Background: an optimization exercise with open tools, aiming at small area and a short achievable clock period. Do not read the settings as production practice.
RTL that was checked went through simulation tests only; none was proved equivalent to the original.

== main ==
Design fir_filter, start of the top module:
module fir_filter (
    input clk,
    input rst,
    input clk_enable,
    input [2:0] filter_sel,
    input  signed [15:0] filter_in,
    output signed [15:0] filter_out
);
clock: 13.5 ns
lec_check: 0
abc_area: 1
cap_margin: 20
core_margin: 2
core_utilization: 60
setup_slack_margin: 0.2
slew_margin: 20
synth_memory_max_bits: 65536
standard.sh (not shown) runs the stock make flow with config.mk's settings and CLKGATE_MAP_FILE= SYNTH_SCRIPT=/design/flow/synth_recipe.tcl, a recipe that flattens the netlist after the stock synthesis.
==> flow/flow/run.sh <==
#!/bin/bash
# Own layout flow: the standard layout (standard.sh: ORFS synthesis and
# place-and-route with the standard flow's config and constraints), with these changes:
#  - synthesis: synth_recipe.tcl with Yosys's quick ABC pass inside 'synth'
#    skipped (-noabc), so the adders reach extract_fa as written; registers and
#    their names are the same as the standard synthesis's,
#  - ABC maps the logic with flow/abc.script in place of ORFS's script,
#  - the port buffers that ORFS inserts are sky130_fd_sc_hd__buf_4,
#  - clock tree synthesis: clusters of up to 26 sinks within 70 um, clkbuf_16
#    buffers, no dummy loads.
# ORFS's scripts are copied into this folder and only the ABC scripts replaced.
# Every tool's output is in orfs/logs/ (one log per step) and flow_make.log.
set -euo pipefail
W="$(pwd)"
rm -rf "$W/scripts_own"
cp -r "$FLOW_HOME/scripts" "$W/scripts_own"
cp "$W/flow/abc.script" "$W/scripts_own/abc_area.script"
cp "$W/flow/abc.script" "$W/scripts_own/abc_speed.script"
sed 's/yosys synth -nofsm -noshare {\*}\$args/yosys synth -nofsm -noshare -noabc {*}$args/' \
  "$W/synth_recipe.tcl" > "$W/own_synth.tcl"
grep -q -- '-noabc' "$W/own_synth.tcl"
sed "s#synth_recipe\.tcl#own_synth.tcl#g" "$W/standard.sh" > "$W/own_standard.sh"
grep -q own_synth.tcl "$W/own_standard.sh"
export SCRIPTS_DIR="$W/scripts_own"
export BUFFER_PORTS_ARGS="-buffer_cell sky130_fd_sc_hd__buf_4"
export CTS_ARGS="-sink_clustering_enable -repair_clock_nets -dont_use_dummy_load -sink_clustering_size 26 -sink_clustering_max_diameter 70 -buf_list sky130_fd_sc_hd__clkbuf_16"
bash "$W/own_standard.sh" > "$W/flow_make.log" 2>&1
==> flow/flow/abc.script <==
strash
dc2
dch -f
map
topo
stime -c
buffer -c
upsize -c
dnsize -c
Having completed the whole flow, main delivered a layout that passed the timing, design-rule and antenna checks.
The following lists how the feature branch was set up differently from main:
-- flow/design.v --
<<< main, line 27
    end
  end
  always @(posedge clk) begin
    age <= age + {6{~phase}};
  end
endmodule
>>> the feature branch, line 27
    end
  end
  wire [5:0] age_flip;
  assign age_flip[0] = 1'b1;
  genvar i;
  generate
    for (i = 1; i < 6; i = i + 1) begin : g_age
      assign age_flip[i] = age_flip[i-1] & ~age[i-1];
    end
  endgenerate
  always @(posedge clk) begin
    age <= age ^ (age_flip & {6{~phase}});
  end
endmodule
<<< main, line 395
  reg [33:0] acc_s, acc_c;
  reg first;   
  reg signed [15:0] result;
  reg [33:0] init;
  always @(*) begin
>>> the feature branch, line 403
  reg [33:0] acc_s, acc_c;
  reg first;   
  reg [17:0] result;
  reg [33:0] init;
  always @(*) begin
<<< main, line 570
  wire [33:0] c_next = {t[305], t[303], t[301], t[299], t[297], t[295], t[293], t[291], t[289], t[287], t[285], t[283], t[281], t[279], t[277], t[275], t[273], t[271], t[269], t[267], t[265], t[263], t[261], t[259], t[257], t[255], t[253], t[251], t[249], t[247], t[245], t[243], t[241], pp0[0]};
  wire [33:0] acc = acc_s + acc_c;
  wire sat_pos = ~acc[33] & acc[32];
  wire sat_neg = acc[33] & ~acc[32];
  wire [15:0] acc_sat = sat_pos ? 16'h7fff : sat_neg ? 16'h8000 : acc[31:16];
  always @(posedge clk) begin
    acc_s <= s_next;
>>> the feature branch, line 578
  wire [33:0] c_next = {t[305], t[303], t[301], t[299], t[297], t[295], t[293], t[291], t[289], t[287], t[285], t[283], t[281], t[279], t[277], t[275], t[273], t[271], t[269], t[267], t[265], t[263], t[261], t[259], t[257], t[255], t[253], t[251], t[249], t[247], t[245], t[243], t[241], pp0[0]};
  wire [33:0] acc = acc_s + acc_c;
  wire [17:0] acc_hi = acc[33:16];
  wire sat_pos = ~result[17] & result[16];
  wire sat_neg = result[17] & ~result[16];
  wire [15:0] result_sat = sat_pos ? 16'h7fff : sat_neg ? 16'h8000 : result[15:0];
  always @(posedge clk) begin
    acc_s <= s_next;
<<< main, line 580
  always @(posedge clk, posedge rst) begin
    if (rst) begin
      result <= 16'sd0;
      filter_out <= 16'sd0;
    end else begin
      if (first) result <= (filled[5:1] != 5'd0) ? acc_sat : 16'd0;
      if (phase) filter_out <= result;
    end
  end
>>> the feature branch, line 589
  always @(posedge clk, posedge rst) begin
    if (rst) begin
      result <= 18'd0;
      filter_out <= 16'sd0;
    end else begin
      if (first) result <= (filled[5:1] != 5'd0) ? acc_hi : 18'd0;
      if (phase) filter_out <= result_sat;
    end
  end
--- outcome ---
The feature branch and main ended up with roughly the same final cell count without fillers.
The synthesized-area fraction occupied by and/or/nand/nor cells of the feature branch exceeds that of main by 0.46 points.
Wire length (higher): main
Proportion of cell area occupied by multi-input gates for the feature branch: 0.51 points down relative to main
Higher via count was reported by main, not the feature branch.
The feature branch: multi-input combinational cell count is about 0.8% higher than what main reported.
The feature branch vs main, shortest period the worst path allows went up by 120 ps.
Taking main as the reference point, the clock skew of the feature branch falls by 42 ps.
The RTL of the feature branch was laid out without a check of its function.

---

fir_filter, a different RTL version from the one above (not shown whole).
Size in the first run: roughly 2800 cells after synthesis, about 1200 flip-flops, about 36000 sq um of cells after synthesis.
export LEC_CHECK = 0
export ABC_AREA = 1
export CAP_MARGIN = 20
export CORE_MARGIN = 2
export CORE_UTILIZATION = 60
export SETUP_SLACK_MARGIN = 0.2
export SLEW_MARGIN = 20
export SYNTH_MEMORY_MAX_BITS = 65536
create_clock -name core_clock -period 13.5 [get_ports {clk}]
Scripts as last shown in full above: flow/flow/run.sh, flow/flow/abc.script
Rerun with:
--- a/flow/design.v
+++ b/flow/design.v
@@ -389,23 +389,25 @@
     end
   endgenerate
   assign pp0 = g_pp[0].r;
   assign pp1 = g_pp[1].r;
   assign pp2 = g_pp[2].r;
   assign pp3 = g_pp[3].r;
   assign pp4 = g_pp[4].r;
   assign pp5 = g_pp[5].r;
   assign pp6 = g_pp[6].r;
   reg [33:0] acc_s, acc_c;
   reg first;   
-  reg signed [15:0] result;
+  reg [17:0] result;
+  reg first2;   
+  reg signed [15:0] result_sat_q;
   reg [33:0] init;
   always @(*) begin
     case (sel_q)
       3'd0: init = 34'd5729550336;
       3'd1: init = 34'd5729550336;
       3'd2: init = 34'd5729550336;
       3'd3: init = 34'd5729550336;
       3'd4: init = 34'd5729550336;
       3'd5: init = 34'd5729550336;
       3'd6: init = 34'd5729550336;
       3'd7: init = 34'd5729550336;
@@ -565,37 +567,39 @@
   csa_fa u147 (t[177], t[234], t[233], t[294], t[295]);
   csa_fa u148 (pp6[16], t[236], t[235], t[296], t[297]);
   csa_fa u149 (t[238], pp6[17], t[237], t[298], t[299]);
   csa_fa u150 (c_in[30], s_in[30], t[239], t[300], t[301]);
   csa_ha u151 (c_in[31], s_in[31], t[302], t[303]);
   csa_ha u152 (c_in[32], s_in[32], t[304], t[305]);
   csa_ha u153 (c_in[33], s_in[33], t[306], t[307]);
   wire [33:0] s_next = {t[306], t[304], t[302], t[300], t[298], t[296], t[294], t[292], t[290], t[288], t[286], t[284], t[282], t[280], t[278], t[276], t[274], t[272], t[270], t[268], t[266], t[264], t[262], t[260], t[258], t[256], t[254], t[252], t[250], t[248], t[246], t[244], t[242], t[240]};
   wire [33:0] c_next = {t[305], t[303], t[301], t[299], t[297], t[295], t[293], t[291], t[289], t[287], t[285], t[283], t[281], t[279], t[277], t[275], t[273], t[271], t[269], t[267], t[265], t[263], t[261], t[259], t[257], t[255], t[253], t[251], t[249], t[247], t[245], t[243], t[241], pp0[0]};
   wire [33:0] acc = acc_s + acc_c;
   wire [17:0] acc_hi = acc[33:16];
-  wire sat_pos = ~acc_hi[17] & acc_hi[16];
-  wire sat_neg = acc_hi[17] & ~acc_hi[16];
-  wire [15:0] acc_sat = sat_pos ? 16'h7fff : sat_neg ? 16'h8000 : acc_hi[15:0];
+  wire sat_pos = ~result[17] & result[16];
+  wire sat_neg = result[17] & ~result[16];
+  wire [15:0] result_sat = sat_pos ? 16'h7fff : sat_neg ? 16'h8000 : result[15:0];
   always @(posedge clk) begin
     acc_s <= s_next;
     acc_c <= c_next;
     first <= (since == 7'd1);
+    first2 <= first;
+    if (first) result <= acc_hi;
   end
   always @(posedge clk, posedge rst) begin
     if (rst) begin
-      result <= 16'sd0;
+      result_sat_q <= 16'sd0;
       filter_out <= 16'sd0;
     end else begin
-      if (first) result <= (filled[5:1] != 5'd0) ? acc_sat : 16'd0;
-      if (phase) filter_out <= result;
+      if (first2) result_sat_q <= (filled[5:1] != 5'd0) ? result_sat : 16'd0;
+      if (phase) filter_out <= result_sat_q;
     end
   end
 endmodule
 module csa_fa (
     input a,
     input b,
     input c,
     output s,
     output co
 );
   assign {co, s} = {1'b0, a} + {1'b0, b} + {1'b0, c};
Effect: Die area rose by 1.9%; via count climbs by 0.53%; design area went up by 1.5%; first-iteration DRC count rises by 1.3%; clock-buffer cell count came out lower by 1; worst setup slack gets better by 0.41 ns; clock skew is about the same; cell count climbs by about 1.3%; core utilization came out lower by 0.39 points; routed wire length falls by 2.9%.
For the first run of this note, only the layout was checked, not whether the RTL still works.

==> separate check: timing with driven ports <==
Ports are ideal in the flow. The routed layouts listed here were re-timed in OpenROAD.
Step 1: set_driving_cell puts a clkbuf_16 on clk and a buf_2 on each other input, an assumption about the parent block.
Step 2 adds t to the input delays and takes it off the output delays; t is the mean of the earliest and latest rising clock arrival at the registers after step 1. Input paths then give back, and output paths get back, about the clock's delay inside the block.
a / b / c = ideal ports / drivers / drivers and shift; a / b = the first two.
run	t (ns)	setup WS [ns]	cell pins on the clock port's net
main	0.661	8.943 / 8.943 / 8.429	1
the feature branch	0.645	8.824 / 8.838 / 8.193	1
the first run of note 2	0.657	9.150 / 9.150 / 8.712	1
the second run of note 2	0.662	9.562 / 9.535 / 8.921	1
After both steps setup and hold are still met in every run listed. For the second run of note 2, which loses most, drivers alone change the setup slack by -0.027 ns; drivers and shift together by -0.641 ns.
